Background: an optimization exercise with open tools, aiming at small area and a short achievable clock period. Do not read the settings as production practice.
RTL that was checked went through simulation tests only; none was proved equivalent to the original.
For runs 4 to 6 and 8, only the layout was checked, not whether the RTL still works.
Power is estimated from default activity; no workload was simulated.

**flow/run.sh**
```bash
#!/bin/bash
# Standard layout (standard.sh), with port buffers made from a plain buffer
# cell and clock tree synthesis without dummy loads.
set -euo pipefail
export BUFFER_PORTS_ARGS="-buffer_cell sky130_fd_sc_hd__buf_1"
export CTS_ARGS="-sink_clustering_enable -repair_clock_nets -dont_use_dummy_load -buf_list sky130_fd_sc_hd__clkbuf_16 -sink_clustering_size 24 -sink_clustering_max_diameter 120"
bash standard.sh > standard.log 2>&1
```
**standard.sh**
```bash
#!/bin/bash
# synth_recipe.tcl (not shown) runs the flow's synth.tcl, then flattens the netlist and writes it again
# the make line also repeats each setting of config.mk as NAME=value (left out here)
make -C /OpenROAD-flow-scripts/flow DESIGN_CONFIG=/design/flow/config.mk WORK_HOME=/design/flow/orfs CLKGATE_MAP_FILE= SYNTH_SCRIPT=/design/flow/synth_recipe.tcl "${@:-finish}"
```
**config.mk**
```make
export PLATFORM = sky130hd
export DESIGN_NAME = float_adder
export DESIGN_NICKNAME = float_adder
export VERILOG_FILES = /design/flow/design.v
export SDC_FILE = /design/flow/constraint.sdc
export NUM_CORES = 4
export LEC_CHECK = 0
export ABC_AREA = 1
export CAP_MARGIN = 10
export CORE_MARGIN = 2
export CORE_UTILIZATION = 62
export SETUP_SLACK_MARGIN = 2.6
export SLEW_MARGIN = 10
```
**constraint.sdc**
```tcl
create_clock -name core_clock -period 5.0 [get_ports {clk}]
set_input_delay 1.0000 -clock core_clock [delete_from_list [all_inputs] [get_ports {clk}]]
set_output_delay 1.0000 -clock core_clock [all_outputs]
set_load 0.01 [all_outputs]
```
**design.v**
```verilog
module float_adder(
    input   clk,
    input   rst,
    input   [31:0]  x,
    input   [31:0]  y,
    output  [31:0]  z,
    output  [1:0]   overflow  
);
    reg [2:0] cnt;
    always @(posedge clk or negedge rst) begin
        if (!rst)
            cnt <= 3'd0;
        else if (cnt != 3'd7)
            cnt <= cnt + 3'd1;
    end
    wire [8:0] d = {1'b0, x[30:23]} - {1'b0, y[30:23]};
    reg [31:0] cg, ce;
    integer cl, cj;
    always @(*) begin
        cg = {1'b0, x[30:0] & ~y[30:0]};
        ce = {1'b1, ~(x[30:0] ^ y[30:0])};
        for (cl = 0; cl < 5; cl = cl + 1)
            for (cj = 0; cj < 32; cj = cj + (2 << cl)) begin
                cg[cj] = cg[cj + (1 << cl)] | (ce[cj + (1 << cl)] & cg[cj]);
                ce[cj] = ce[cj + (1 << cl)] & ce[cj];
            end
    end
    wire x_gt = cg[0];
    wire zx = (x[30:0] == 31'd0);
    wire zy = (y[30:0] == 31'd0);
    reg [31:0] xr, yr;
    reg [8:0]  i_d;
    reg        i_xb, i_hx, i_hy;
    always @(posedge clk) begin
        i_hx <= ~zx;             
        i_hy <= ~zy | zx;        
        xr   <= x;
        yr   <= y;
        i_d  <= d;
        i_xb <= x_gt;
    end
    wire [7:0] ex = xr[30:23], ey = yr[30:23];
    wire [22:0] mx = xr[22:0], my = yr[22:0];
    wire sx = xr[31], sy = yr[31];
    wire sub = sx ^ sy;
    wire neg = i_d[8];                   
    wire hx = i_hx, hy = i_hy;
    wire [23:0] s_sml = i_xb ? {hy, my} : (neg ? {1'b0, hx, mx[22:1]} : {hx, mx});
    wire [4:0]  sh    = i_d[4:0] ^ {5{neg}};
    wire        far   = neg ? (i_d[7:5] != 3'b111) : (i_d[7:5] != 3'b000);
    wire [23:0] s_al  = far ? 24'd0 : (s_sml >> sh);
    wire [22:0] m_big = i_xb ? mx : my;         
    wire [7:0]  e_big = i_xb ? ex : ey;
    wire ex1 = (ex == 8'd255), ey1 = (ey == 8'd255);
    wire nan  = (ex1 && (mx != 23'd0)) || (ey1 && (my != 23'd0));
    wire spec = ex1 || ey1;
    wire ones = nan || (ex1 && ey1 && sub);
    wire sgn = spec ? (sx | nan) : (i_xb ? sx : sy);
    reg [22:0] a_big;
    reg [23:0] a_sml;
    reg [7:0]  a_e;
    reg a_sgn, a_sub, a_spec, a_ones;
    always @(posedge clk) begin
        a_big  <= m_big;
        a_sml  <= s_al ^ {24{sub}};
        a_e    <= e_big;
        a_sgn  <= sgn;
        a_sub  <= sub;
        a_spec <= spec;
        a_ones <= ones;
    end
    wire [23:0] pa = {1'b1, a_big};
    wire [24:0] g0 = {pa & a_sml, a_sub};
    wire [24:0] p0 = {pa ^ a_sml, 1'b0};
    reg  [24:0] gg, pp;
    integer l, j;
    always @(*) begin
        gg = g0;
        pp = p0;
        for (l = 0; l < 5; l = l + 1)
            for (j = 0; j < 25; j = j + 1)
                if (j[l]) begin
                    gg[j] = gg[j] | (pp[j] & gg[((j >> l) << l) - 1]);
                    pp[j] = pp[j] & pp[((j >> l) << l) - 1];
                end
    end
    wire [24:0] sum = {gg[24] & ~a_sub, p0[24:1] ^ gg[23:0]};
    reg [24:0] m_sum;
    reg [7:0]  m_ep1;        
    reg m_sgn, m_spec, m_ones;
    always @(posedge clk) begin
        m_sum  <= sum;
        m_ep1  <= a_e + 8'd1;
        m_sgn  <= a_sgn;
        m_spec <= a_spec;
        m_ones <= a_ones;
    end
    wire e0 = (m_ep1 == 8'd1);
    wire [24:0] lzin = {m_sum[24], m_sum[23] | e0, m_sum[22:0]};
    reg [4:0] k;
    integer i;
    always @(*) begin
        k = 5'd0;
        for (i = 0; i < 25; i = i + 1)
            if (lzin[i]) k = 5'd24 - i[4:0];
    end
    wire [23:0] crs  = m_sum[23:0] << {k[4:3], 3'b000};
    wire zero = (m_sum == 25'd0);
    wire ovf  = m_sum[24] && (m_ep1 == 8'd255);
    reg [23:0] n_m;
    reg [4:0]  n_k;
    reg [7:0]  n_ep1;
    reg        n_ones, n_clr, n_e255, n_e0;
        always @(posedge clk) begin
        n_m    <= crs;
        n_k    <= k;
        n_ep1  <= m_ep1;
        n_ones <= m_spec & m_ones;
        n_clr  <= m_spec | ovf;
        n_e255 <= m_spec | ovf;
        n_e0   <= zero & ~m_spec;
    end
    reg        z_s;
    reg [1:0]  z_ov;
    always @(posedge clk) begin
        if (cnt == 3'd3) begin
            z_s    <= (zero & ~m_spec) ? 1'b0 : m_sgn;
            z_ov   <= m_spec ? 2'b11 : {1'b0, ovf};
        end
    end
    wire [23:0] fin = n_m << n_k[2:0];
    reg [22:0] z_m;
    reg [7:0]  z_e;
    always @(posedge clk) begin
        if (cnt == 3'd4) begin
        z_m <= n_ones ? {23{1'b1}} : (n_clr ? 23'd0 : fin[23:1]);
        z_e <= n_e255 ? 8'd255 : (n_e0 ? 8'd0 : n_ep1 - {3'd0, n_k});
        end
    end
    assign z = {z_s, z_e, z_m};
    assign overflow = z_ov;
endmodule
```
==> impl_metrics.tcl, run 1 <==
set metrics [dict create \
    run_status "no timing/DRC/antenna violations" \
    critPathMaxFanout 4 \
    hold_path.class "input port to asynchronous set/reset pin" \
    drt_pre_antenna_iters 5 \
    synthArstFlopShare 0.01210 \
    clk_transition_reported_paths_ns 0.08 \
    ys_ff_latch 248 \
    globalplace.congestion 0.9207 \
    synth_commonest_cells "317 x nand2_1, 211 x dfxtp_1, 139 x inv_1" \
    io_buffers 99 \
    drive_gt1_frac 0.05356 \
    die_w_um 141.0 \
    setup_violations 0 \
    end_kind "flop" \
    h-tree-depth 1 \
    cts_made_buffers 14 \
    postRouteAntennaNets 0 \
    max_freq_ghz 0.4358 \
    min_period_ns 2.295 \
    yosysUniqueCellTypes 54 \
    cts_root_buffer "clkbuf_16" \
    synth_top_area_share 0.3628 \
    nNetsFinal 1613 \
    row_count 50 \
    synth_nets 1523 \
    grt_pass1_vias 8609 \
    grt_max_degree 62 \
    grt_use_total 0.2647 \
    wl_per_cell_um 15.81 \
    clkSinkCount 248 \
    drt_iter0_drc 824 \
    finalCritPeriodShare 0.4589 \
    ios 100 \
    vias 9438 \
    ctsHoldBuffers 0 \
    dp_hpwl_um 20660 \
    via_per_inst 5.523 \
    syn2layout_area_growth_pct 10.18 \
    netlist_area_sq_um 11640 \
    fin_tns_setup_ns 0 \
    grt_remaining_overflow 0 \
    grt_pass1_wl_um 42570 \
    synth.largest_area_cell "dfxtp_1" \
    synth_edf_count 34 \
    synth_area_leaders "dfxtp_1 36%, nand2_1 10%, edfxtp_1 8.8%" \
    drc 0 \
    start_kind "input port" \
    cts_tree "built" \
    clk_path_buf_depth 3 \
    slew_headroom 0.2175 \
    rsz0062_at_grt "true" \
    antenna_found_initial 1 \
    worst_pin_slew_ns 1.173 \
    synth_ff_type "dfxtp_1" \
    wl_um 27020 \
    ys_seq_area_frac 0.4569 \
    post-place-ws_ns 1.622 \
    p_leak_nw 5.687 \
    avgSynthCellArea_sq_um 8.395 \
    die_y_um 141.0 \
    start_util 0.6267 \
    core-area_sq_um 18580 \
    clock_skew_ns 0.04521 \
    peakVddDrop_mv 0.2354 \
    p_total_mw 6.402 \
    powerDensity_nw_per_um2 499.0 \
    critPathRequiredTime_ns 5.38 \
    diodes 0 \
    critPathArrivalTime_ns 2.67 \
    path_class "input port to flop" \
    drv_slew 0 \
    dieArea_sq_um 19890 \
    setup_ws_ns 2.705 \
    hold_viol 0 \
    whs_ns 0.3191 \
    syn_inst 1387 \
    yosys.cell_count.top_type "nand2_1" \
    clk_latency_ns 0.48 \
    maxCapViolations 0 \
    yosysWarnings 1 \
]
flip-flops by register name, indices dropped and copies added (netlist names), 2 cells and up:
register,flops
yr,32
m_ep1,8
n_ep1,8
a_e,8
a_big,23
z_m,23
n_k,5
z_e,8
xr,32
i_d,9
z_ov,2
cnt,3
a_sml,24
n_m,24
m_sum,25
area by class of cell:
| type | instances | area, sq um |
|---|---|---|
| Inverter | 147 | 585.6 |
| Clock buffer | 14 | 350.3 |
| Timing Repair Buffer | 121 | 626.9 |
| Timing Repair inverter | 2 | 15.01 |
| Multi-Input combinational cell | 943 | 5624 |
| Fill cell | 1571 | 5752 |
| Tap cell | 234 | 292.8 |
| Sequential cell | 248 | 5334 |
cell families after synthesis:
family,count (synthesis),synth area share
xor+xnor,64,0.05233
simple gates,505,0.1835
compound gates,282,0.1398
mux,21,0.01805
fa+ha+maj,70,0.07973
buf+inv,197,0.06963
flops,248,0.4569
metrics by stage:
step | cells | cell area (sq um) | utilization
3_3_place_gp | 1675 | 12090 | 0.6505
4_1_cts | 1697 | 12560 | 0.6758
5_1_grt | 1709 | 12830 | 0.6904
6_report | 1709 | 12830 | 0.6904
2_1_floorplan | 1387 | 11640 | -
3_5_place_dp | 1675 | 12090 | 0.6505
routing by layer:
metal  vias to the layer above  track usage  share of wire
met2                       297       0.4383           0.46
met3                        53      0.03363          0.050
li1                       4826            -              -
met5                         -            0              0
met1                      4262       0.3635           0.46
met4                         0      0.08474          0.030
worst max-delay path, stage by stage:
cell,delay [ns]
buf_1,0.18
inv_1,0.07
ha_1,0.22
fa_1,0.41
o21ai_1,0.24
a21oi_1,0.11
o21bai_1,0.20
a21oi_1,0.10
nor2_1,0.09
nor2_1,0.04
final timing paths:
kind | from | end | slack, ns | depth (start not counted)
min in group core_clock | a_sgn | m_sgn | 0.33 | 0
hold / removal | rst | cnt[1] | 0.32 | 1
setup reg to reg | a_big[0] | m_sum[15] | 2.72 | 12
setup / recovery | x[23] | i_d[8] | 2.71 | 10
max in group asynchronous | rst | cnt[2] | 4.52 | 1
hold reg to reg | a_sgn | m_sgn | 0.33 | 0
what timing repair did:
action / 4_1_cts / 5_1_grt
endpoints found under the setup margin: 49 / 54
gates resized for setup: 23 / 31
buffers inserted: 5 / 9
cloned: 3 / 3
pin swaps: 6 / 5
where the power goes:
| part | leakage [nW] | internal (mW) | switching, mW |
|---|---|---|---|
| logic | 3.41 | 0.965 | 1.54 |
| registers | 2.10 | 2.49 | 0.313 |
| clock network | 0.173 | 0.503 | 0.594 |
cells in the final DEF (no fill, tap or decap), drive strengths merged, types with 34 or more instances in the layout:
cell type,count
nand2,318
dfxtp,211
inv,145
o21ai,139
buf,117
a21oi,70
nor2,64
ha,63
xor2,51
nand3,49
edfxtp,34
==> run 2: changes to the inputs <==
--- a/config.mk
+++ b/config.mk
@@ -10,4 +10,5 @@
 export CORE_MARGIN = 2
 export CORE_UTILIZATION = 62
+export GPL_ROUTABILITY_DRIVEN = 0
 export SETUP_SLACK_MARGIN = 2.6
 export SLEW_MARGIN = 10
==> run 2 against run 1 <==
Effect of this change:
- worst hold slack gained 0.0058 ns
- highest routed layer unchanged
- combinational power hardly changed
- sequential cell count did not move
- sequential share of layout area decreased by 0.061 points
- final cell count rose by 0.12%
- setup slack improved by 0.014 ns
==> impl_metrics.tcl, run 2 <==
set metrics [dict create \
    run_status "no timing/DRC/antenna violations" \
    hold_path.class "input port to asynchronous set/reset pin" \
    setup_ws_ns 2.720 \
    vias 9402 \
    swShare 0.3806 \
    slew_headroom 0.2161 \
    max_freq_ghz 0.4385 \
    drv_slew 0 \
    synthArstFlopShare 0.01210 \
    place_area_sq_um 12100 \
    wl_per_cell_um 15.55 \
    ios 100 \
    fin_util 0.6906 \
    io_buffers 99 \
    grt_use_total 0.2659 \
    end_kind "flop" \
    row_count 50 \
    maxCapViolations 0 \
    ctsHoldBuffers 0 \
    syn_inst 1387 \
    clkPwrFrac 0.171 \
    grt_max_degree 62 \
    final_cell_mix "314 x nand2_1, 207 x dfxtp_1, 135 x inv_1" \
    yosysUniqueCellTypes 54 \
    grt_remaining_overflow 0 \
    critPathMaxFanout 3 \
    p_comb_frac 0.393 \
    syn2layout_area_growth_pct 10.21 \
    cts_made_buffers 14 \
    synth.largest_area_cell "dfxtp_1" \
    clock_skew_ns 0.04843 \
    antenna_found_initial 0 \
    powerDensity_nw_per_um2 497.7 \
    whs_ns 0.3250 \
    post-place-ws_ns 1.603 \
    ys_ff_latch 248 \
    yosys.cell_count.top_type "nand2_1" \
    netlist_area_sq_um 11640 \
    synth_edf_count 34 \
    seqPwrFrac 0.436 \
    h-tree-depth 1 \
    clkSinkCount 248 \
    cts_root_buffer "clkbuf_16" \
    ys_seq_area_frac 0.4569 \
    drive_gt1_frac 0.05623 \
    drc 0 \
    avgSynthCellArea_sq_um 8.395 \
    synth_ff_type "dfxtp_1" \
    finalCritPeriodShare 0.4561 \
    core-area_sq_um 18580 \
    path_class "flop to flop" \
    hold_viol 0 \
    fin_tns_setup_ns 0 \
    synth_area_leaders "dfxtp_1 36%, nand2_1 10%, edfxtp_1 8.8%" \
    start_kind "flop" \
    drt_pre_antenna_iters 6 \
    clk_transition_reported_paths_ns 0.10 \
    dp_hpwl_um 20560 \
    grt_pass1_wl_um 42930 \
    rsz0062_at_grt "true" \
    critPathLaunch "a_big[0]" \
    synth_nets 1523 \
    peakVddDrop_mv 0.3031 \
    largestRegisters "xr (32), yr (32), m_sum (25)" \
    final_area_sq_um 12830 \
    final_common_cell "nand2_1" \
    min_period_ns 2.280 \
    wl_um 26610 \
    cts_tree "built" \
    critPathRequiredTime_ns 5.35 \
    r2r_start "a_big[0]" \
    worst_pin_slew_ns 1.175 \
    start_util 0.6267 \
    yosysWarnings 1 \
    p_leak_nw 5.662 \
    setup_violations 0 \
    synth_commonest_cells "317 x nand2_1, 211 x dfxtp_1, 139 x inv_1" \
    clk_latency_ns 0.47 \
    synth_top_area_share 0.3628 \
    postRouteAntennaNets 0 \
    dieArea_sq_um 19890 \
    nNetsFinal 1614 \
    critPathArrivalTime_ns 2.63 \
    drt_iter0_drc 520 \
    die_y_um 141.0 \
    grt_pass1_vias 8685 \
    clk_path_buf_depth 3 \
    switchingPower_mw 2.431 \
    via_per_inst 5.495 \
    die_w_um 141.0 \
    intPower_mw 3.956 \
]
-- run 2: cell counts after synthesis --
No cell type changed its count.
-- run 2: timing repair --
item | CTS | global route
buffers inserted | 7 | 8
endpoints found under the setup margin | 48 | 62
cloned | 3 | 1
pin swaps | 6 | 8
gates resized for setup | 19 | 42
endpoints found under the hold margin | 0 | 0
-- run 2: worst paths after layout --
kind                       slack, ns         to  depth (start not counted)
max in group asynchronous       4.51     cnt[0]                          1
min in group core_clock         0.33     m_spec                          0
max                             2.72  m_sum[15]                         12
min                             0.32     cnt[1]                          1
max reg2reg                     2.72  m_sum[15]                         12
min reg2reg                     0.32     m_spec                          0
-- run 2: layer usage --
metal / track usage / part of all wire / vias up
met5: 0 / 0 / -
met4: 0.1000 / 0.037 / 0
met3: 0.02989 / 0.046 / 57
met2: 0.4375 / 0.46 / 256
met1: 0.3635 / 0.46 / 4260
li1: - / - / 4829
-- run 2: cells by family after synthesis --
kind of cell | synth area share
XOR/XNOR | 0.05233
multiplexers | 0.01805
AND/OR/NAND/NOR | 0.1835
AO/OA/AOI/OAI | 0.1398
flip-flops | 0.4569
buffers and inverters | 0.06963
adder cells (fa/ha/maj) | 0.07973
-- run 2: cell type report --
type                    instances  area [sq um]
multi-input cells             943          5650
repair inverters                2         15.01
clock buffers                  14         350.3
diodes                          1         2.502
fillers                      1553          5748
flip-flops and latches        248          5328
well taps                     234         292.8
repair buffers                122         605.6
inverters                     147         588.1
-- run 2: power groups by stage --
stage | Combinational, mW | Sequential [mW] | Clock [mW]
after floorplan | 1.84 | 2.69 | 0
after global placement | 2.28 | 2.82 | 0
after detailed placement | 2.31 | 2.82 | 0
after CTS | 2.39 | 2.77 | 1.12
after global routing | 2.84 | 2.83 | 1.18
final | 2.51 | 2.79 | 1.09
-- run 2: stage by stage --
step | cells | power, mW
2_1_floorplan | 1387 | 4.539
3_3_place_gp | 1677 | 5.091
3_5_place_dp | 1677 | 5.131
4_1_cts | 1701 | 6.286
5_1_grt | 1710 | 6.846
6_report | 1711 | 6.387
-- run 2: worst max-delay path, stage by stage, from the launching register on --
cell and delay [ns]:
dfxtp_2 0.34, inv_1 0.06, fa_2 0.38, inv_2 0.06
nand3_1 0.07, nand2_2 0.08, nand3_1 0.08, nand2_2 0.08
nand2_2 0.07, a21oi_4 0.17, a21oi_4 0.10, o21ai_4 0.23
fa_1 0.44
==> run 3: changes to the inputs <==
--- a/config.mk
+++ b/config.mk
@@ -9,5 +9,5 @@
 export CAP_MARGIN = 10
 export CORE_MARGIN = 2
-export CORE_UTILIZATION = 62
+export CORE_UTILIZATION = 58
 export GPL_ROUTABILITY_DRIVEN = 0
 export SETUP_SLACK_MARGIN = 2.6
==> run 3 against run 2 <==
Effect of this change:
- still clean
- sequential power is essentially flat
- first-iteration DRC count grew 43%
- combinational power is essentially flat
- die area grew 6.7%
- clock power is essentially flat
- cell area grew 0.32%
- sequential cell count is the same
- global-route usage shrank 1.3 points
- sequential share of layout area shrank 0.10 points
==> impl_metrics.tcl, run 3 <==
set metrics [dict create \
    run_status "no timing/DRC/antenna violations" \
    worstReg2RegEnd "a_sml[1]" \
    synth.mux.area_fraction 0.01805 \
    highest_layer "met5" \
    ff2ff_path_depth 13 \
    hold_viol 0 \
    setup_violations 0 \
    ys_seq_area_frac 0.4569 \
    critPathMaxFanout 15 \
    synthXorXnorAreaFrac 0.05233 \
    diodes 0 \
    syn_inst 1387 \
    row_count 51 \
    ctsHoldBuffers 0 \
    synth_fa_ha_area_frac 0.07973 \
    cp_num_buf_inv 2 \
    clock_skew_ns 0.05009 \
    critPathRequiredTime_ns 5.36 \
    h-tree-depth 1 \
    vias 9437 \
    path_cells "buf_12, clkbuf_16, o21ai_0, o21ai_0, mux2i_1, nand2_1, o21ai_1, nand2_1, o21ai_1, nand2_1, a21oi_2, nand2_1, xor2_1" \
    synth_top_area_share 0.3628 \
    route.met3.wl_um 1314 \
    drv_slew 0 \
    powerDensity_nw_per_um2 498.5 \
    grt_use_total 0.2526 \
    drive_gt1_frac 0.05431 \
    start_kind "flop" \
    start_util 0.5944 \
    synth_compound_area_frac 0.1398 \
    nNetsFinal 1611 \
    path_delay_family "compound AO/OA/AOI/OAI gates" \
    slew_headroom 0.2749 \
    final_common_cell "nand2_1" \
    synthSimpleGateAreaFrac 0.1835 \
    clk_transition_reported_paths_ns 0.09 \
    die_y_um 145.7 \
    synth_commonest_cells "317 x nand2_1, 211 x dfxtp_1, 139 x inv_1" \
    cp-endpoint "a_sml[1]" \
    finalCritPeriodShare 0.4584 \
    drc 0 \
    worst-path-stages 13 \
    clk_path_buf_depth 3 \
    dp_hpwl_um 21180 \
    rrSetupSlack_ns 2.71 \
    synth_area_leaders "dfxtp_1 36%, nand2_1 10%, edfxtp_1 8.8%" \
    die_w_um 145.7 \
    ios 100 \
    synth_top_family_by_area "simple AND/OR/NAND/NOR gates" \
    ys_ff_latch 248 \
    cts_made_buffers 14 \
    min_period_ns 2.292 \
    synth_ff_type "dfxtp_1" \
    wl_per_cell_um 15.70 \
    cts_tree "built" \
    postRouteAntennaNets 0 \
    yosysWarnings 1 \
    drt-met1-wl_um 12740 \
    maxCapViolations 0 \
    core-area_sq_um 19590 \
    drt_iter0_drc 743 \
    wl_um 27280 \
    end_kind "flop" \
    multi_input_area_sq_um 5635 \
    place_area_sq_um 12150 \
    grt_remaining_overflow 0 \
    avgSynthCellArea_sq_um 8.395 \
    grt_pass1_vias 8789 \
    crit_path_top_delay_cell "dfxtp_4" \
    yosysUniqueCellTypes 54 \
    peakVddDrop_mv 0.2264 \
    max_freq_ghz 0.4363 \
    syn2layout_area_growth_pct 10.56 \
    rsz0062_at_grt "true" \
    regArea_sq_um 5331 \
    critPathLaunch "i_d[8]" \
    clk_latency_ns 0.49 \
    n_fill_cell 1733 \
    synth_edf_count 34 \
    clkSinkCount 248 \
    synth_nets 1523 \
    r2r_start "i_d[8]" \
    via_per_inst 5.430 \
    final_area_sq_um 12870 \
    synth.largest_area_cell "dfxtp_1" \
    cpMostUsedCell "nand2_1" \
    critPathMaxStageDelay_ns 0.41 \
    p_leak_nw 5.682 \
    synthArstFlopShare 0.01210 \
    yosys.cell_count.top_type "nand2_1" \
    cts_root_buffer "clkbuf_16" \
    io_buffers 99 \
    worst_pin_slew_ns 1.081 \
    largestRegisters "xr (32), yr (32), m_sum (25)" \
    grt_pass1_wl_um 44040 \
    critPathArrivalTime_ns 2.65 \
    final_cell_mix "314 x nand2_1, 208 x dfxtp_1, 136 x inv_1" \
    hold_path.class "input port to asynchronous set/reset pin" \
    fin_tns_setup_ns 0 \
    path_class "flop to flop" \
    whs_ns 0.3143 \
    antenna_found_initial 1 \
    dieArea_sq_um 21220 \
    drt_pre_antenna_iters 5 \
    netlist_area_sq_um 11640 \
    grt_max_degree 62 \
    wl_met2_um 12630 \
]
[run 3: area by class of cell]
class	instances	area share
clock buffer	14	0.02721
inverter	147	0.04568
sequential	248	0.4141
timing repair inverter	2	0.001166
timing repair buffer	119	0.04830
multi-input combinational	943	0.4377
tap	265	0.02576
[run 3: where the power goes]
part	leakage (nW)	switching, mW	internal (mW)
clock	0.173	0.603	0.503
sequential	2.10	0.296	2.49
combinational	3.41	1.56	0.967
[run 3: cells by family after synthesis]
kind of cell | count (synthesis)
simple gates | 505
compound gates | 282
flops | 248
buf+inv | 197
fa+ha+maj | 70
xor+xnor | 64
mux | 21
[run 3: per-layer routing]
metal	vias up	global-route usage
met4	2	0.07500
met1	4309	0.3507
met2	261	0.4134
met5	-	0
li1	4826	-
met3	39	0.03448
[run 3: per-stage QoR]
stage	cells	util	total power [mW]	setup WS [ns]
after floorplan	1387	-	4.539	2.623
after global placement	1709	0.6201	5.116	1.660
after detailed placement	1709	0.6201	5.151	1.442
after CTS	1730	0.6467	6.338	2.588
after global routing	1738	0.6572	6.884	2.572
final	1738	0.6572	6.417	2.708
[run 3: worst min path at each step]
stage	startpoint	to	depth (start not counted)
6_report	rst	cnt[2]	1
4_1_cts	rst	cnt[2]	1
3_5_place_dp	a_sgn	m_sgn	0
5_1_grt	rst	cnt[2]	1
3_3_place_gp	a_sgn	m_sgn	0
2_1_floorplan	a_ones	m_ones	0
[run 3: what timing repair did]
action	in CTS	in global routing
endpoints found under the hold margin	0	0
gates resized for setup	31	36
pin swaps	4	9
endpoints found under the setup margin	50	47
buffers inserted	5	5
gates cloned	2	3
==> run 4: changes to the inputs <==
--- a/design.v
+++ b/design.v
@@ -30,5 +30,7 @@
     wire zy = (y[30:0] == 31'd0);
     reg [31:0] xr, yr;
-    reg [8:0]  i_d;
+    reg [7:5]  i_d;
+    reg [4:0]  i_sh;
+    reg        i_neg;
     reg        i_xb, i_hx, i_hy;
     always @(posedge clk) begin
@@ -37,5 +39,7 @@
         xr   <= x;
         yr   <= y;
-        i_d  <= d;
+        i_d   <= d[7:5];
+        i_sh  <= d[4:0] ^ {5{d[8]}};
+        i_neg <= d[8];
         i_xb <= x_gt;
     end
@@ -44,8 +48,8 @@
     wire sx = xr[31], sy = yr[31];
     wire sub = sx ^ sy;
-    wire neg = i_d[8];                   
+    wire neg = i_neg;                    
     wire hx = i_hx, hy = i_hy;
     wire [23:0] s_sml = i_xb ? {hy, my} : (neg ? {1'b0, hx, mx[22:1]} : {hx, mx});
-    wire [4:0]  sh    = i_d[4:0] ^ {5{neg}};
+    wire [4:0]  sh    = i_sh;
     wire        far   = neg ? (i_d[7:5] != 3'b111) : (i_d[7:5] != 3'b000);
     wire [23:0] s_al  = far ? 24'd0 : (s_sml >> sh);
--- a/config.mk
+++ b/config.mk
@@ -9,6 +9,5 @@
 export CAP_MARGIN = 10
 export CORE_MARGIN = 2
-export CORE_UTILIZATION = 58
-export GPL_ROUTABILITY_DRIVEN = 0
+export CORE_UTILIZATION = 62
 export SETUP_SLACK_MARGIN = 2.6
 export SLEW_MARGIN = 10
==> run 4 against run 3 <==
Effect of this change:
- first-iteration DRC count rose by 10%
- die area shrank 6.6%
- critical endpoint is now a_sml[2]
- sequential power increased by 2%
- register-to-register slack got worse by 0.11 ns
- still clean on timing, DRC and antenna
- count of clock-buffer cells in the layout unchanged
- synthesized cell count decreased by 0.29%
- global-route usage grew 1.9 points
- critical path depth did not move
- cell area grew 0.53%
- largest power group unchanged
- largest cell class unchanged
- sequential cell count stayed put
- sequential share of layout area is 0.15 points lower
- final cell count fell by 1.5%
==> impl_metrics.tcl, run 4 <==
set metrics [dict create \
    run_status "no timing/DRC/antenna violations" \
    dieArea_sq_um 19830 \
    die_y_um 140.8 \
    dp_cells 1673 \
    cts_made_buffers 14 \
    synth_ff_type "dfxtp_1" \
    slew_headroom 0.2366 \
    clock_skew_ns 0.04836 \
    drv_slew 0 \
    vias 9496 \
    globalplace.congestion 0.9130 \
    seqPwrFrac 0.439 \
    cts_tree "built" \
    drive_gt1_frac 0.07442 \
    synth_commonest_cells "308 x nand2_1, 211 x dfxtp_1, 135 x inv_1" \
    end_kind "flop" \
    critPathMaxStageDelay_ns 0.38 \
    avgSynthCellArea_sq_um 8.392 \
    postRouteAntennaNets 0 \
    grt_use_total 0.2713 \
    grt_remaining_overflow 0 \
    final_cell_mix "303 x nand2_1, 203 x dfxtp_1, 131 x inv_1" \
    critPathRequiredTime_ns 5.35 \
    wl_um 27200 \
    die_w_um 140.8 \
    synth_top_area_share 0.3639 \
    fin_tns_setup_ns 0 \
    ios 100 \
    worst_pin_slew_ns 1.144 \
    peakVddDrop_mv 0.3108 \
    swShare 0.3819 \
    yosysUniqueCellTypes 50 \
    switchingPower_mw 2.466 \
    ys_seq_area_frac 0.4584 \
    row_count 50 \
    grt_max_degree 33 \
    start_util 0.6268 \
    path_delay_family "buffers and inverters" \
    p_leak_nw 5.724 \
    io_buffers 99 \
    whs_ns 0.3189 \
    intPower_mw 3.990 \
    setup_violations 0 \
    clk_path_buf_depth 3 \
    cts_root_buffer "clkbuf_16" \
    syn_inst 1383 \
    yosysWarnings 1 \
    post-place-ws_ns 1.557 \
    finalCritPeriodShare 0.4794 \
    critPathArrivalTime_ns 2.75 \
    synth.largest_area_cell "dfxtp_1" \
    cp_num_buf_inv 3 \
    p_comb_frac 0.389 \
    synth_nets 1519 \
    antenna_found_initial 0 \
    clkPwrFrac 0.171 \
    syn2layout_area_growth_pct 11.50 \
    maxCapViolations 0 \
    final_common_cell "nand2_1" \
    start_kind "flop" \
    setup_ws_ns 2.603 \
    crit_path_top_delay_cell "dfxtp_4" \
    yosys.cell_count.top_type "nand2_1" \
    h-tree-depth 1 \
    grt_pass1_wl_um 43450 \
    nNetsFinal 1616 \
    clk_transition_reported_paths_ns 0.09 \
    powerDensity_nw_per_um2 498.9 \
    path_class "flop to flop" \
    critPathMaxFanout 8 \
    clk_latency_ns 0.48 \
    largestRegisters "xr (32), yr (32), m_sum (25)" \
    hold_path.class "input port to asynchronous set/reset pin" \
    drt_pre_antenna_iters 5 \
    core-area_sq_um 18520 \
    synthArstFlopShare 0.01210 \
    synth_area_leaders "dfxtp_1 36%, nand2_1 10%, edfxtp_1 8.8%" \
    hold_viol 0 \
    via_per_inst 5.547 \
    synth_edf_count 34 \
    dp_hpwl_um 20940 \
    min_period_ns 2.397 \
    drt_iter0_drc 820 \
    wl_per_cell_um 15.89 \
    diodes 0 \
    drc 0 \
    rsz0062_at_grt "true" \
    grt_pass1_vias 8835 \
    final_cells 1712 \
    ys_ff_latch 248 \
    max_freq_ghz 0.4172 \
    clkSinkCount 248 \
    path_cells "buf_12, clkinvlp_4, buf_12, o211ai_2, o21ai_1, mux2i_1, mux2i_1, nand2_1, o21ai_1, or2_1, o21ai_1, nand2_1, xor2_1" \
    netlist_area_sq_um 11610 \
    cpMostUsedCell "o21ai_1" \
]
run 4: changes by cell type in the layout (fill, tap and decap cells not counted), moves of 5 or more:
cell	change
o21ai_1	+13
o21ai_0	-24
or2_1	+5
o21ai_2	+9
nor4_1	-5
buf_4	+9
dfxtp_1	-5
nor3_1	-5
nor2_1	+6
inv_1	-5
nand2_1	-11
run 4: worst reg2reg max path, cell delays in order (launching register included):
cell and delay [ns]:
dfxtp_4 0.38, buf_12 0.10, clkinvlp_4 0.21, buf_12 0.23, o211ai_2 0.06, o21ai_1 0.09, mux2i_1 0.23, mux2i_1 0.16
nand2_1 0.08, o21ai_1 0.10, or2_1 0.27, o21ai_1 0.13, nand2_1 0.09, xor2_1 0.15
run 4: per-layer routing:
| metal | up-vias | wire length, um | GRT usage | share of wire |
|---|---|---|---|---|
| met5 | - | 0 | 0 | 0 |
| met4 | 0 | 587 | 0.07000 | 0.022 |
| met3 | 42 | 1346 | 0.02446 | 0.049 |
| met2 | 284 | 12760 | 0.4626 | 0.47 |
| met1 | 4343 | 12500 | 0.3746 | 0.46 |
| li1 | 4827 | - | - | - |
run 4: logic make-up (layout without fill, tap and decap cells):
kind of cell               count (synthesis)  count (layout)  synth area share
and+or+nand+nor                          501             501            0.1817
muxes                                     21              21           0.01811
DFF                                      248             248            0.4584
buffers and inverters                    192             287           0.06587
adders and majority gates                 70              70           0.07999
xor gates and xnor gates                  64              64           0.04830
AOI/OAI and AO/OA                        287             287            0.1477
run 4: repair_timing:
item                       4_1_cts  5_1_grt
hold endpoints to repair         0        0
pin swaps                        5       23
setup buffers                    6       14
cloned                           2        3
gates resized for setup         25       37
setup endpoints to repair       65       43
hold buffers                     0        0
run 4: layout make-up:
cell class	count	area, sq um
Clock buffer	14	350.3
Multi-Input combinational cell	943	5659
Tap cell	234	292.8
Inverter	143	558.0
Sequential cell	248	5340
Fill cell	1541	5577
Timing Repair Buffer	130	740.7
run 4: final timing paths:
| path | depth (start not counted) | from | slack (ns) | to |
|---|---|---|---|---|
| max in group asynchronous | 1 | rst | 4.51 | cnt[0] |
| worst min register to register | 0 | a_spec | 0.33 | m_spec |
| worst max register to register | 13 | i_xb | 2.60 | a_sml[2] |
| min in group core_clock | 0 | a_spec | 0.33 | m_spec |
| worst min-delay path | 1 | rst | 0.32 | cnt[2] |
| worst max-delay path | 13 | i_xb | 2.60 | a_sml[2] |
run 4: power groups by stage:
| stage | Clock (mW) | Combinational, mW | Sequential, mW |
|---|---|---|---|
| final | 1.11 | 2.51 | 2.84 |
| after global routing | 1.19 | 2.84 | 2.88 |
| after CTS | 1.12 | 2.36 | 2.85 |
| after detailed placement | 0 | 2.28 | 2.88 |
| after global placement | 0 | 2.25 | 2.88 |
| after floorplan | 0 | 1.85 | 2.70 |
run 4: metrics by stage:
stage	cell area [sq um]	utilization	total power, mW
finish	12940	0.6989	6.456
global placement	12140	0.6555	5.125
global route	12940	0.6989	6.917
detailed placement	12140	0.6555	5.169
floorplan	11660	-	4.557
CTS	12660	0.6836	6.332
==> run 5: changes to the inputs <==
--- a/design.v
+++ b/design.v
@@ -67,5 +67,5 @@
     always @(posedge clk) begin
         a_big  <= m_big;
-        a_sml  <= s_al ^ {24{sub}};
+        a_sml  <= s_al;
         a_e    <= e_big;
         a_sgn  <= sgn;
@@ -75,6 +75,7 @@
     end
     wire [23:0] pa = {1'b1, a_big};
-    wire [24:0] g0 = {pa & a_sml, a_sub};
-    wire [24:0] p0 = {pa ^ a_sml, 1'b0};
+    wire [23:0] bx = a_sml ^ {24{a_sub}};
+    wire [24:0] g0 = {pa & bx, a_sub};
+    wire [24:0] p0 = {pa ^ bx, 1'b0};
     reg  [24:0] gg, pp;
     integer l, j;
--- a/config.mk
+++ b/config.mk
@@ -10,4 +10,5 @@
 export CORE_MARGIN = 2
 export CORE_UTILIZATION = 62
+export GPL_ROUTABILITY_DRIVEN = 0
 export SETUP_SLACK_MARGIN = 2.6
 export SLEW_MARGIN = 10
==> run 5 against run 4 <==
Effect of this change:
- routed wire length up 0.24%
- clock skew about the same
- register-to-register slack worse by 0.12 ns
- cell area up 0.44%
- power down 2.7%
- area after synthesis up 2.1%
- die area up 2.0%
- clock power about the same
- still clean on timing, DRC and antenna
- sequential power about the same
- first-iteration DRC count down 17%
- sequential share of layout area down 0.21 points
- fmax down 4.9%
- largest power group unchanged
==> impl_metrics.tcl, run 5 <==
set metrics [dict create \
    post-place-ws_ns 1.776 \
    cts_root_buffer "clkbuf_16" \
    final_area_sq_um 13000 \
    critPathRequiredTime_ns 5.43 \
    core-area_sq_um 18710 \
    crit_path_top_delay_cell "fa_1" \
    slew_headroom 0.4655 \
    critPathMaxStageDelay_ns 0.42 \
    final_common_cell "nand2_1" \
    clk_path_buf_depth 3 \
    final_cells 1756 \
    drt_pre_antenna_iters 5 \
    drt_iter0_drc 681 \
    p_leak_nw 5.897 \
    grt_pass1_wl_um 43390 \
    dp_cells 1724 \
    path_delay_family "adder cells" \
    synth_ff_type "dfxtp_1" \
    yosys.cell_count.top_type "nand2_1" \
    largestRegisters "xr (32), yr (32), m_sum (25)" \
    die_y_um 142.2 \
    nNetsFinal 1659 \
    cpMostUsedCell "nand2_2" \
    maxCapViolations 0 \
    run_status "no timing/DRC/antenna violations" \
    ys_ff_latch 248 \
    critPathArrivalTime_ns 2.95 \
    min_period_ns 2.520 \
    synth_top_area_share 0.3566 \
    netlist_area_sq_um 11850 \
    peakVddDrop_mv 0.2462 \
    antenna_found_initial 0 \
    synth.largest_area_cell "dfxtp_1" \
    fin_tns_setup_ns 0 \
    synth_edf_count 34 \
    drc 0 \
    rsz0062_at_grt "true" \
    via_per_inst 5.526 \
    start_util 0.6332 \
    wl_per_cell_um 15.52 \
    hold_path.class "input port to asynchronous set/reset pin" \
    cts_made_buffers 14 \
    row_count 50 \
    multi_input_area_sq_um 5728 \
    ios 100 \
    setup_violations 0 \
    n_fill_cell 1537 \
    yosysWarnings 1 \
    cts_tree "built" \
    clock_skew_ns 0.04851 \
    dieArea_sq_um 20230 \
    path_cells "buf_12, xor2_1, ha_1, a21oi_2, o21ai_2, nand3_2, nand2_2, nand2_2, nand3b_4, a31oi_4, inv_2, a21oi_4, fa_1, inv_1" \
    grt_use_total 0.2692 \
    fin_util 0.6949 \
    p_total_mw 6.283 \
    end_kind "flop" \
    io_buffers 99 \
    clk_latency_ns 0.48 \
    drive_gt1_frac 0.05782 \
    hold_viol 0 \
    ys_seq_area_frac 0.4491 \
    clk_transition_reported_paths_ns 0.09 \
    worst_pin_slew_ns 0.7988 \
    grt_max_degree 59 \
    path_class "flop to flop" \
    drv_slew 0 \
    critPathMaxFanout 6 \
    grt_remaining_overflow 0 \
    syn_inst 1438 \
    grt_pass1_vias 8967 \
    avgSynthCellArea_sq_um 8.237 \
    ctsHoldBuffers 0 \
    vias 9704 \
    synthArstFlopShare 0.01210 \
    place_area_sq_um 12340 \
    yosysUniqueCellTypes 54 \
    synth_nets 1573 \
    synth_area_leaders "dfxtp_1 36%, nand2_1 10%, edfxtp_1 8.6%" \
    setup_ws_ns 2.480 \
    wl_um 27260 \
    finalCritPeriodShare 0.5040 \
    dp_hpwl_um 21090 \
    postRouteAntennaNets 0 \
    diodes 0 \
    h-tree-depth 1 \
    whs_ns 0.3139 \
    synth_commonest_cells "328 x nand2_1, 211 x dfxtp_1, 173 x inv_1" \
    final_cell_mix "326 x nand2_1, 206 x dfxtp_1, 170 x inv_1" \
    max_freq_ghz 0.3968 \
    clkSinkCount 248 \
    start_kind "flop" \
    regArea_sq_um 5336 \
    syn2layout_area_growth_pct 9.739 \
    die_w_um 142.2 \
    cp_num_buf_inv 3 \
    powerDensity_nw_per_um2 483.3 \
]
run 5: changes by cell type after synthesis, moves of 9 or more:
cell and change:
inv_1 +38, o21ai_1 -26, nand2_1 +20, o21ai_0 +14, xor2_1 -13, nor3_1 +9
run 5: cell type report:
cell class | count | share of cell area
inverters | 180 | 0.05381
multi-input cells | 960 | 0.4407
repair inverters | 1 | 0.0003850
well taps | 234 | 0.02252
flip-flops and latches | 248 | 0.4105
clock buffers | 14 | 0.02695
repair buffers | 119 | 0.04514
run 5: worst paths after layout:
kind / to / start / slack, ns / cells after the start
min in group core_clock: m_ones / a_ones / 0.33 / 0
worst min register to register: m_ones / a_ones / 0.33 / 0
worst max-delay path: m_sum[15] / a_sub / 2.48 / 14
max in group asynchronous: cnt[2] / rst / 4.53 / 1
worst max register to register: m_sum[15] / a_sub / 2.48 / 14
worst min-delay path: cnt[0] / rst / 0.31 / 1
run 5: logic make-up (layout without fill, tap and decap cells):
kind of cell,Yosys count,after routing,synth area share
AO/OA/AOI/OAI,270,270,0.1366
XOR/XNOR,58,58,0.04289
AND/OR/NAND/NOR,535,536,0.1937
buffers and inverters,231,314,0.07817
flip-flops,248,248,0.4491
multiplexers,27,27,0.02282
adder cells (fa/ha/maj),69,69,0.07669
run 5: power by group:
group / leakage [nW] / internal, mW / total, mW / switching [mW]
sequential: 2.10 / 2.45 / 2.81 / 0.359
combinational: 3.63 / 0.925 / 2.39 / 1.46
clock: 0.173 / 0.502 / 1.09 / 0.589
total: 5.90 / 3.88 / 6.28 / 2.41
run 5: metal layers:
layer	vias up	global-route usage	wire, um
met1	4392	0.3707	12270
met4	0	0.08947	847
met5	-	0	0
met2	304	0.4437	12540
met3	64	0.03163	1601
li1	4944	-	-
run 5: timing repair:
| item | CTS | global route |
|---|---|---|
| cloned | 2 | 1 |
| endpoints found under the setup margin | 62 | 52 |
| gates resized for setup | 21 | 24 |
| pin swaps | 7 | 7 |
| setup buffers | 10 | 4 |
run 5: worst reg2reg max path: cells and delay by family (launching register included):
| family | cells | cell delay (ns) |
|---|---|---|
| buffers and inverters | 3 | 0.28 |
| XOR/XNOR | 1 | 0.16 |
| AND/OR/NAND/NOR | 4 | 0.31 |
| flip-flops | 1 | 0.38 |
| adder cells (fa/ha/maj) | 2 | 0.73 |
| AO/OA/AOI/OAI | 4 | 0.62 |
==> run 6: changes to the inputs <==
--- a/config.mk
+++ b/config.mk
@@ -11,4 +11,4 @@
 export CORE_UTILIZATION = 62
 export GPL_ROUTABILITY_DRIVEN = 0
-export SETUP_SLACK_MARGIN = 2.6
+export SETUP_SLACK_MARGIN = 2.8
 export SLEW_MARGIN = 10
==> run 6 against run 5 <==
Effect of this change:
- synthesized cell count is the same
- clock skew fell by 0.025 ns
- cell area is 3.8% higher
- sequential share of layout area fell by 1.5 points
- critical path depth decreased by 5
- critical endpoint unchanged
==> impl_metrics.tcl, run 6 <==
set metrics [dict create \
    syn_inst 1438 \
    core-area_sq_um 18710 \
    synth_nets 1573 \
    vias 9915 \
    critPathMaxFanout 9 \
    ios 100 \
    syn2layout_area_growth_pct 13.94 \
    yosysUniqueCellTypes 54 \
    min_period_ns 2.528 \
    drc 0 \
    final_area_sq_um 13500 \
    intPower_mw 3.978 \
    switchingPower_mw 2.534 \
    synthArstFlopShare 0.01210 \
    via_per_inst 5.589 \
    seqPwrFrac 0.431 \
    finalCritPeriodShare 0.5056 \
    synth_area_leaders "dfxtp_1 36%, nand2_1 10%, edfxtp_1 8.6%" \
    clock_skew_ns 0.02336 \
    clk_path_buf_depth 3 \
    p_comb_frac 0.400 \
    cpMostUsedCell "inv_2" \
    peakVddDrop_mv 0.2241 \
    end_kind "flop" \
    synth.largest_area_cell "dfxtp_1" \
    clkPwrFrac 0.168 \
    start_util 0.6332 \
    ys_seq_area_frac 0.4491 \
    synth_edf_count 34 \
    ctsHoldBuffers 0 \
    hold_viol 0 \
    final_common_cell "nand2_1" \
    die_y_um 142.2 \
    r2r_start "a_sub" \
    io_buffers 99 \
    cts_root_buffer "clkbuf_16" \
    run_status "no timing/DRC/antenna violations" \
    synth_commonest_cells "328 x nand2_1, 211 x dfxtp_1, 173 x inv_1" \
    path_cells "buf_12, xor2_1, ha_1, or2_2, a31oi_4, inv_2, a21oi_4, fa_2, inv_2" \
    powerDensity_nw_per_um2 482.5 \
    antenna_found_initial 0 \
    clkSinkCount 248 \
    drt_pre_antenna_iters 5 \
    post-place-ws_ns 1.755 \
    final_cells 1774 \
    clk_latency_ns 0.47 \
    die_w_um 142.2 \
    largestRegisters "xr (32), yr (32), m_sum (25)" \
    h-tree-depth 1 \
    dieArea_sq_um 20230 \
    ys_ff_latch 248 \
    diodes 0 \
    swShare 0.3891 \
    wl_um 29030 \
    fin_util 0.7215 \
    place_area_sq_um 12380 \
    clk_transition_reported_paths_ns 0.09 \
    start_kind "flop" \
    grt_pass1_wl_um 45410 \
    final_cell_mix "324 x nand2_1, 203 x dfxtp_1, 162 x inv_1" \
    worst_pin_slew_ns 1.147 \
    setup_ws_ns 2.472 \
    slew_headroom 0.2342 \
    avgSynthCellArea_sq_um 8.237 \
    wl_per_cell_um 16.36 \
    yosys.cell_count.top_type "nand2_1" \
    max_freq_ghz 0.3956 \
    path_delay_family "adder cells" \
    cp_num_buf_inv 3 \
    n_fill_cell 1526 \
    critPathRequiredTime_ns 5.43 \
    row_count 50 \
    p_leak_nw 6.055 \
    critPathArrivalTime_ns 2.96 \
    drt_iter0_drc 786 \
    cts_made_buffers 14 \
    grt_pass1_vias 9239 \
    whs_ns 0.3112 \
    critPathLaunch "a_sub" \
    grt_use_total 0.2807 \
    setup_violations 0 \
    drive_gt1_frac 0.1039 \
    drv_slew 0 \
    p_total_mw 6.512 \
    hold_path.class "input port to asynchronous set/reset pin" \
    critPathMaxStageDelay_ns 0.48 \
    cts_tree "built" \
    dp_hpwl_um 21460 \
    synth_ff_type "dfxtp_1" \
    crit_path_top_delay_cell "dfxtp_4" \
    dp_cells 1723 \
    maxCapViolations 0 \
    yosysWarnings 1 \
    rsz0062_at_grt "true" \
    postRouteAntennaNets 0 \
    grt_remaining_overflow 0 \
    synth_top_area_share 0.3566 \
    nNetsFinal 1677 \
    path_class "flop to flop" \
    grt_max_degree 59 \
    fin_tns_setup_ns 0 \
    netlist_area_sq_um 11850 \
]
[run 6: cell types whose count changed in the layout (fill, tap and decap cells not counted), moves of 5 or more]
cell,before,now
a21oi_1,61,56
buf_4,16,29
ha_1,61,56
ha_4,2,7
inv_1,170,162
inv_2,4,10
o21ai_0,86,70
o21ai_1,33,43
o21ai_2,2,8
[run 6: power by group through the flow]
stage               combinational (mW)  clock, mW  sequential, mW
finish                            2.61       1.09            2.81
detailed placement                2.24          0            2.84
CTS                               2.38       1.12            2.79
global route                      2.92       1.18            2.84
floorplan                         1.86          0            2.64
global placement                  2.21          0            2.84
[run 6: logic make-up after synthesis]
family | share of synthesized area
AND/OR/NAND/NOR | 0.1937
AO/OA/AOI/OAI | 0.1366
flip-flops | 0.4491
buffers and inverters | 0.07817
adder cells (fa/ha/maj) | 0.07669
XOR/XNOR | 0.04289
multiplexers | 0.02282
[run 6: area by class of cell]
class | instances | area, sq um | area share
inverters | 180 | 729.5 | 0.05405
repair inverters | 3 | 23.77 | 0.001761
multi-input cells | 960 | 5996 | 0.4442
flip-flops and latches | 248 | 5343 | 0.3958
repair buffers | 135 | 762.0 | 0.05646
well taps | 234 | 292.8 | 0.02169
clock buffers | 14 | 350.3 | 0.02596
[run 6: repair_timing]
item / in CTS / in global routing
gates resized for setup: 38 / 85
pin swaps: 15 / 30
setup buffers: 14 / 17
cloned: 3 / 3
setup endpoints to repair: 101 / 72
[run 6: path summary, 6_finish.rpt]
path / endpoint / slack [ns] / cells past startpoint
max: m_sum[15] / 2.47 / 9
min: cnt[0] / 0.31 / 1
max reg2reg: m_sum[15] / 2.47 / 9
min reg2reg: m_sgn / 0.34 / 0
max in group asynchronous: cnt[2] / 4.53 / 1
min in group core_clock: m_sgn / 0.34 / 0
[run 6: layer usage]
layer  routed length [um]  vias to the layer above  global-route usage
met3                 1588                       47             0.03297
met5                    0                        -                   0
met4                  772                        0             0.07105
met2                13720                      344              0.4762
li1                     -                     4996                   -
met1                12950                     4528              0.3839
==> run 7: changes to the inputs <==
--- a/design.v
+++ b/design.v
@@ -30,7 +30,5 @@
     wire zy = (y[30:0] == 31'd0);
     reg [31:0] xr, yr;
-    reg [7:5]  i_d;
-    reg [4:0]  i_sh;
-    reg        i_neg;
+    reg [8:0]  i_d;
     reg        i_xb, i_hx, i_hy;
     always @(posedge clk) begin
@@ -39,7 +37,5 @@
         xr   <= x;
         yr   <= y;
-        i_d   <= d[7:5];
-        i_sh  <= d[4:0] ^ {5{d[8]}};
-        i_neg <= d[8];
+        i_d  <= d;
         i_xb <= x_gt;
     end
@@ -48,8 +44,8 @@
     wire sx = xr[31], sy = yr[31];
     wire sub = sx ^ sy;
-    wire neg = i_neg;                    
+    wire neg = i_d[8];                   
     wire hx = i_hx, hy = i_hy;
     wire [23:0] s_sml = i_xb ? {hy, my} : (neg ? {1'b0, hx, mx[22:1]} : {hx, mx});
-    wire [4:0]  sh    = i_sh;
+    wire [4:0]  sh    = i_d[4:0] ^ {5{neg}};
     wire        far   = neg ? (i_d[7:5] != 3'b111) : (i_d[7:5] != 3'b000);
     wire [23:0] s_al  = far ? 24'd0 : (s_sml >> sh);
@@ -67,5 +63,5 @@
     always @(posedge clk) begin
         a_big  <= m_big;
-        a_sml  <= s_al;
+        a_sml  <= s_al ^ {24{sub}};
         a_e    <= e_big;
         a_sgn  <= sgn;
@@ -75,7 +71,6 @@
     end
     wire [23:0] pa = {1'b1, a_big};
-    wire [23:0] bx = a_sml ^ {24{a_sub}};
-    wire [24:0] g0 = {pa & bx, a_sub};
-    wire [24:0] p0 = {pa ^ bx, 1'b0};
+    wire [24:0] g0 = {pa & a_sml, a_sub};
+    wire [24:0] p0 = {pa ^ a_sml, 1'b0};
     reg  [24:0] gg, pp;
     integer l, j;
==> flow/run.sh (replaced) <==
#!/bin/bash
# Standard layout (standard.sh), with port buffers made from a plain buffer
# cell and clock tree synthesis without dummy loads.
set -euo pipefail
export BUFFER_PORTS_ARGS="-buffer_cell sky130_fd_sc_hd__buf_1"
export CTS_ARGS="-sink_clustering_enable -repair_clock_nets -dont_use_dummy_load -buf_list sky130_fd_sc_hd__clkbuf_16 -sink_clustering_size 30 -sink_clustering_max_diameter 150"
bash standard.sh > standard.log 2>&1
--- a/config.mk
+++ b/config.mk
@@ -11,4 +11,4 @@
 export CORE_UTILIZATION = 62
 export GPL_ROUTABILITY_DRIVEN = 0
-export SETUP_SLACK_MARGIN = 2.8
+export SETUP_SLACK_MARGIN = 2.65
 export SLEW_MARGIN = 10
==> run 7 against run 6 <==
Effect of this change:
- fmax up 13%
- register-to-register slack better by 0.28 ns
- clock power down 7%
- utilization down 3.0 points
- still clean
- via count down 5.1%
- area after synthesis down 1.7%
- setup slack better by 0.28 ns
- clock skew up 0.033 ns
==> impl_metrics.tcl, run 7 <==
set metrics [dict create \
    die_y_um 141.0 \
    antenna_found_initial 1 \
    worstReg2RegEnd "a_sml[13]" \
    cts_root_buffer "clkbuf_16" \
    yosysUniqueCellTypes 54 \
    fin_tns_setup_ns 0 \
    synth_ff_type "dfxtp_1" \
    largestRegisters "xr (32), yr (32), m_sum (25)" \
    clock_skew_ns 0.05623 \
    final_common_cell "nand2_1" \
    multi_input_area_sq_um 5674 \
    critPathLaunch "i_d[8]" \
    grt_use_total 0.2595 \
    ys_seq_area_frac 0.4569 \
    synth_area_leaders "dfxtp_1 36%, nand2_1 10%, edfxtp_1 8.8%" \
    clkPwrFrac 0.160 \
    synth_nets 1523 \
    cts_tree "built" \
    clk_path_buf_depth 3 \
    io_buffers 99 \
    peakVddDrop_mv 0.2208 \
    die_w_um 141.0 \
    drt_iter0_drc 745 \
    netlist_area_sq_um 11640 \
    synth_fa_ha_area_frac 0.07973 \
    row_count 50 \
    synth.largest_area_cell "dfxtp_1" \
    seqPwrFrac 0.441 \
    critPathMaxFanout 13 \
    vias 9413 \
    grt_max_degree 62 \
    ys_ff_latch 248 \
    via_per_inst 5.514 \
    drive_gt1_frac 0.05906 \
    diodes 0 \
    clkSinkCount 248 \
    avgSynthCellArea_sq_um 8.395 \
    critPathMaxStageDelay_ns 0.39 \
    yosys.cell_count.top_type "nand2_1" \
    dieArea_sq_um 19890 \
    run_status "no timing/DRC/antenna violations" \
    synth_top_family_by_area "simple AND/OR/NAND/NOR gates" \
    ios 100 \
    syn_inst 1387 \
    cpMostUsedCell "inv_1" \
    rsz0062_at_grt "true" \
    switchingPower_mw 2.432 \
    start_util 0.6267 \
    ff2ff_path_depth 8 \
    maxCapViolations 0 \
    synthArstFlopShare 0.01210 \
    yosysWarnings 1 \
    postRouteAntennaNets 0 \
    hold_viol 0 \
    cp_num_buf_inv 3 \
    grt_pass1_wl_um 41650 \
    n_fill_cell 1573 \
    r2r_start "i_d[8]" \
    max_freq_ghz 0.4457 \
    drv_slew 0 \
    p_comb_frac 0.399 \
    core-area_sq_um 18580 \
    intPower_mw 3.889 \
    min_period_ns 2.244 \
    synthSimpleGateAreaFrac 0.1835 \
    worst_pin_slew_ns 1.141 \
    grt_remaining_overflow 0 \
    dp_hpwl_um 20320 \
    path_delay_family "buffers and inverters" \
    cts_made_buffers 12 \
    drt_pre_antenna_iters 5 \
    path_cells "clkbuf_16, xnor2_4, inv_1, nor2_4, inv_1, a21oi_1, o21ai_0, xor2_1" \
    ctsHoldBuffers 0 \
    rrSetupSlack_ns 2.76 \
    setup_violations 0 \
    path_class "flop to flop" \
    p_leak_nw 5.678 \
    wl_um 26490 \
    grt_pass1_vias 8503 \
    synth.mux.area_fraction 0.01805 \
    p_total_mw 6.322 \
    synth_top_area_share 0.3628 \
    synth_commonest_cells "317 x nand2_1, 211 x dfxtp_1, 139 x inv_1" \
    hold_path.class "input port to asynchronous set/reset pin" \
    nNetsFinal 1611 \
    crit_path_top_delay_cell "dfxtp_4" \
    end_kind "flop" \
    drc 0 \
    regArea_sq_um 5335 \
    slew_headroom 0.2388 \
    critPathArrivalTime_ns 2.61 \
    powerDensity_nw_per_um2 492.2 \
    finalCritPeriodShare 0.4487 \
    synthXorXnorAreaFrac 0.05233 \
    final_cell_mix "314 x nand2_1, 205 x dfxtp_1, 136 x inv_1" \
    clk_transition_reported_paths_ns 0.11 \
    critPathRequiredTime_ns 5.36 \
    wl_per_cell_um 15.52 \
    h-tree-depth 1 \
    synth_edf_count 34 \
    syn2layout_area_growth_pct 10.31 \
    clk_latency_ns 0.47 \
    synth_compound_area_frac 0.1398 \
    start_kind "flop" \
    swShare 0.3848 \
]
-- run 7: cell count changes in the layout (fill, tap and decap cells not counted), moves of 8 or more --
cell | before | now
a21oi_1 | 56 | 66
inv_1 | 162 | 136
buf_4 | 29 | 13
o21ai_0 | 70 | 106
xor2_1 | 37 | 51
o21ai_1 | 43 | 27
nand3_1 | 55 | 47
nand2_1 | 324 | 314
-- run 7: routing by layer --
metal	track usage	wire [um]
met1	0.3570	12300
met2	0.4329	12220
met3	0.02615	1086
met4	0.08526	880
met5	0	0
-- run 7: power by group through the flow --
| stage | registers, mW | clock network [mW] | logic, mW |
|---|---|---|---|
| 2_1_floorplan | 2.69 | 0 | 1.84 |
| 3_3_place_gp | 2.81 | 0 | 2.28 |
| 3_5_place_dp | 2.82 | 0 | 2.31 |
| 4_1_cts | 2.77 | 1.03 | 2.42 |
| 5_1_grt | 2.83 | 1.10 | 2.84 |
| 6_report | 2.79 | 1.01 | 2.52 |
-- run 7: area by class of cell --
cell class,count,share of cell area
Inverter,147,0.04588
Tap cell,234,0.02280
Timing Repair inverter,2,0.001169
Sequential cell,248,0.4154
Clock buffer,12,0.02338
Timing Repair Buffer,121,0.04959
Multi-Input combinational cell,943,0.4418
-- run 7: worst register-to-register path: stages, from the launching register on --
cell,delay [ns]
dfxtp_4,0.39
clkbuf_16,0.18
xnor2_4,0.35
inv_1,0.25
nor2_4,0.21
inv_1,0.23
a21oi_1,0.19
o21ai_0,0.16
xor2_1,0.18
-- run 7: cells by family after synthesis --
logic type | after synthesis
and+or+nand+nor | 505
AOI/OAI and AO/OA | 282
DFF | 248
buffers and inverters | 197
xor gates and xnor gates | 64
adders and majority gates | 70
muxes | 21
-- run 7: repair_timing --
item	in CTS	in global routing
gates resized for setup	28	36
setup buffers	7	5
cloned	2	5
setup endpoints to repair	51	57
pin swaps	8	7
-- run 7: worst max-delay path by stage --
stage                     end  depth (start not counted)
floorplan              z_e[7]                         12
global placement       z_e[7]                         11
detailed placement     z_e[7]                         11
CTS                    z_e[7]                         11
global route          n_m[18]                         11
finish              a_sml[13]                          8
-- run 7: per-stage QoR --
stage | utilization | setup WS [ns] | area, sq um | hold WS (ns) | std cells
global placement | 0.6512 | 1.679 | 12100 | 0.3099 | 1676
detailed placement | 0.6512 | 1.579 | 12100 | 0.3128 | 1676
CTS | 0.6765 | 2.653 | 12570 | 0.3077 | 1697
floorplan | - | 2.665 | 11650 | 0.3096 | 1387
global route | 0.6912 | 2.614 | 12840 | 0.3175 | 1707
finish | 0.6912 | 2.756 | 12840 | 0.3100 | 1707
==> run 8: changes to the inputs <==
--- a/design.v
+++ b/design.v
@@ -14,5 +14,8 @@
             cnt <= cnt + 3'd1;
     end
-    wire [8:0] d = {1'b0, x[30:23]} - {1'b0, y[30:23]};
+    wire [7:0] dd;
+    wire       nb;           
+    pfx_add #(.W(8)) u_d (.a(x[30:23]), .b(~y[30:23]), .ci(1'b1), .s(dd), .co(nb));
+    wire [8:0] d = {~nb, dd};
     reg [31:0] cg, ce;
     integer cl, cj;
@@ -70,20 +73,8 @@
         a_ones <= ones;
     end
-    wire [23:0] pa = {1'b1, a_big};
-    wire [24:0] g0 = {pa & a_sml, a_sub};
-    wire [24:0] p0 = {pa ^ a_sml, 1'b0};
-    reg  [24:0] gg, pp;
-    integer l, j;
-    always @(*) begin
-        gg = g0;
-        pp = p0;
-        for (l = 0; l < 5; l = l + 1)
-            for (j = 0; j < 25; j = j + 1)
-                if (j[l]) begin
-                    gg[j] = gg[j] | (pp[j] & gg[((j >> l) << l) - 1]);
-                    pp[j] = pp[j] & pp[((j >> l) << l) - 1];
-                end
-    end
-    wire [24:0] sum = {gg[24] & ~a_sub, p0[24:1] ^ gg[23:0]};
+    wire [23:0] s_lo;
+    wire        s_co;
+    pfx_add #(.W(24)) u_s (.a({1'b1, a_big}), .b(a_sml), .ci(a_sub), .s(s_lo), .co(s_co));
+    wire [24:0] sum = {s_co & ~a_sub, s_lo};
     reg [24:0] m_sum;
     reg [7:0]  m_ep1;        
@@ -130,4 +121,7 @@
     end
     wire [23:0] fin = n_m << n_k[2:0];
+    wire [7:0]  e_dif;       
+    wire        e_nb;
+    pfx_add #(.W(8)) u_e (.a(n_ep1), .b({3'b111, ~n_k}), .ci(1'b1), .s(e_dif), .co(e_nb));
     reg [22:0] z_m;
     reg [7:0]  z_e;
@@ -135,5 +129,5 @@
         if (cnt == 3'd4) begin
         z_m <= n_ones ? {23{1'b1}} : (n_clr ? 23'd0 : fin[23:1]);
-        z_e <= n_e255 ? 8'd255 : (n_e0 ? 8'd0 : n_ep1 - {3'd0, n_k});
+        z_e <= n_e255 ? 8'd255 : (n_e0 ? 8'd0 : e_dif);
         end
     end
@@ -141,2 +135,24 @@
     assign overflow = z_ov;
 endmodule
+module pfx_add #(parameter W = 8) (
+    input  [W-1:0] a,
+    input  [W-1:0] b,
+    input          ci,
+    output [W-1:0] s,
+    output         co
+);
+    reg [W:0] g, p;
+    integer l, j;
+    always @(*) begin
+        g = {a & b, ci};
+        p = {a ^ b, 1'b0};
+        for (l = 0; (1 << l) <= W; l = l + 1)
+            for (j = 0; j <= W; j = j + 1)
+                if (j[l]) begin
+                    g[j] = g[j] | (p[j] & g[((j >> l) << l) - 1]);
+                    p[j] = p[j] & p[((j >> l) << l) - 1];
+                end
+    end
+    assign s  = (a ^ b) ^ g[W-1:0];
+    assign co = g[W];
+endmodule
==> flow/run.sh (replaced) <==
#!/bin/bash
# Standard layout (standard.sh), with port buffers made from a plain buffer
# cell and clock tree synthesis without dummy loads.
set -euo pipefail
export BUFFER_PORTS_ARGS="-buffer_cell sky130_fd_sc_hd__buf_1"
export CTS_ARGS="-sink_clustering_enable -repair_clock_nets -dont_use_dummy_load -buf_list sky130_fd_sc_hd__clkbuf_16 -sink_clustering_size 24 -sink_clustering_max_diameter 120"
bash standard.sh > standard.log 2>&1
--- a/config.mk
+++ b/config.mk
@@ -10,5 +10,4 @@
 export CORE_MARGIN = 2
 export CORE_UTILIZATION = 62
-export GPL_ROUTABILITY_DRIVEN = 0
-export SETUP_SLACK_MARGIN = 2.65
+export SETUP_SLACK_MARGIN = 2.6
 export SLEW_MARGIN = 10
==> run 8 against run 7 <==
Effect of this change:
- register-to-register slack lost 0.17 ns
- global-route usage grew 1.0 points
- die area grew 0.24%
- worst hold slack lost 0.00085 ns
- sequential share of layout area shrank 0.37 points
- power grew 1.6%
- setup slack lost 0.17 ns
- clock power grew 9%
- sequential power is essentially flat
- cell area grew 0.92%
- fmax shrank 7.0%
- sequential cell count is the same
- critical endpoint is now m_sum[15]
- largest cell class unchanged
- largest power group unchanged
- highest routed layer unchanged
==> impl_metrics.tcl, run 8 <==
set metrics [dict create \
    run_status "no timing/DRC/antenna violations" \
    r2r_start "a_sub" \
    row_count 50 \
    setup_violations 0 \
    path_delay_family "adder cells" \
    globalplace.congestion 0.9285 \
    clk_latency_ns 0.48 \
    cpMostUsedCell "nand2_2" \
    syn2layout_area_growth_pct 11.04 \
    vias 9360 \
    dieArea_sq_um 19940 \
    dp_cells 1675 \
    critPathRequiredTime_ns 5.38 \
    clkSinkCount 248 \
    synthArstFlopShare 0.01210 \
    clock_skew_ns 0.05170 \
    finalCritPeriodShare 0.4823 \
    yosysUniqueCellTypes 51 \
    hold_viol 0 \
    maxCapViolations 0 \
    final_cell_mix "288 x nand2_1, 206 x dfxtp_1, 160 x inv_1" \
    start_util 0.6282 \
    synth_area_leaders "dfxtp_1 36%, nand2_1 9.5%, edfxtp_1 8.7%" \
    setup_ws_ns 2.589 \
    critPathLaunch "a_sub" \
    seqPwrFrac 0.437 \
    diodes 0 \
    synth_commonest_cells "296 x nand2_1, 211 x dfxtp_1, 164 x inv_1" \
    ctsHoldBuffers 0 \
    critPathMaxStageDelay_ns 0.52 \
    grt_pass1_vias 8617 \
    powerDensity_nw_per_um2 495.6 \
    grt_pass1_wl_um 43210 \
    p_leak_nw 5.796 \
    fin_util 0.6976 \
    synth.largest_area_cell "dfxtp_1" \
    final_common_cell "nand2_1" \
    core-area_sq_um 18580 \
    cp_num_buf_inv 3 \
    fin_tns_setup_ns 0 \
    grt_max_degree 60 \
    netlist_area_sq_um 11670 \
    post-place-ws_ns 1.868 \
    p_total_mw 6.424 \
    clkPwrFrac 0.172 \
    wl_um 27100 \
    intPower_mw 3.974 \
    antenna_found_initial 1 \
    path_class "flop to flop" \
    max_freq_ghz 0.4147 \
    drv_slew 0 \
    min_period_ns 2.411 \
    cts_made_buffers 14 \
    cts_root_buffer "clkbuf_16" \
    worst_pin_slew_ns 1.148 \
    synth_nets 1524 \
    largestRegisters "xr (32), yr (32), m_sum (25)" \
    end_kind "flop" \
    cts_tree "built" \
    postRouteAntennaNets 0 \
    h-tree-depth 1 \
    synth_ff_type "dfxtp_1" \
    clk_path_buf_depth 3 \
    drt_pre_antenna_iters 8 \
    p_comb_frac 0.391 \
    ys_ff_latch 248 \
    drive_gt1_frac 0.07157 \
    path_cells "inv_2, fa_2, inv_2, nand3_2, nand2_2, nand2_2, nand2_2, nand2_2, a31oi_4, a21oi_2, o21a_2, fa_2, inv_1" \
    synth_top_area_share 0.3619 \
    yosysWarnings 3 \
    crit_path_top_delay_cell "fa_2" \
]
[run 8: cell types whose count changed in the layout (fill, tap and decap cells not counted), sizes merged, moves of 7 or more]
cell	previous run	this run
inv	144	169
nand2	318	296
nand3	49	41
o211ai	20	27
buf	117	127
[run 8: final cells by class]
cell class / count / area [sq um]
repair inverters: 1 / 5.005
clock buffers: 14 / 350.3
well taps: 234 / 292.8
multi-input cells: 916 / 5632
repair buffers: 129 / 680.7
inverters: 173 / 664.4
flip-flops and latches: 248 / 5336
fillers: 1571 / 5619
[run 8: what timing repair did]
action | CTS | global route
gates resized for setup | 25 | 33
hold endpoints to repair | 0 | 0
setup endpoints to repair | 61 | 44
cloned | 2 | 1
pin swaps | 6 | 9
setup buffers | 9 | 14
[run 8: stage by stage]
step / hold slack (ns) / cell area (sq um)
detailed placement: 0.3121 / 12170
global route: 0.3122 / 12960
finish: 0.3091 / 12960
global placement: 0.3108 / 12170
CTS: 0.3085 / 12690
floorplan: 0.3096 / 11700
[run 8: logic make-up (layout without fill, tap and decap cells)]
group,count (synthesis),in the layout,share of synthesized area
simple gates,471,471,0.1707
xor+xnor,62,63,0.05006
fa+ha+maj,73,73,0.08468
compound gates,286,286,0.1432
flops,248,248,0.4558
mux,23,23,0.01972
buf+inv,222,317,0.07589
[run 8: routing by layer]
metal,GRT usage,vias up,wire [um]
li1,-,4806,-
met1,0.3700,4223,12360
met2,0.4604,287,12730
met3,0.02853,44,1441
met4,0.06737,0,565
met5,0,-,0
[run 8: final timing paths]
| check | slack [ns] | endpoint | depth (start not counted) |
|---|---|---|---|
| min reg2reg | 0.33 | m_sgn | 0 |
| max reg2reg | 2.59 | m_sum[15] | 13 |
| min in group core_clock | 0.33 | m_sgn | 0 |
| max in group asynchronous | 4.54 | cnt[1] | 1 |
| max | 2.59 | m_sum[15] | 13 |
| min | 0.31 | cnt[0] | 1 |
[run 8: power by group through the flow]
stage	Combinational (mW)	Sequential (mW)	Clock [mW]
after floorplan	1.86	2.68	0
after global placement	2.28	2.84	0
after detailed placement	2.31	2.84	0
after CTS	2.39	2.80	1.12
after global routing	2.83	2.85	1.19
final	2.51	2.81	1.10

Re-timed with assumed drivers on the ports (clkbuf_16 on the clock, buf_2 on other inputs), run 8 has 2.589 ns of setup slack against 2.589 ns with ideal ports, and 2.255 ns once port delays also move by the mid clock arrival of 0.504 ns.
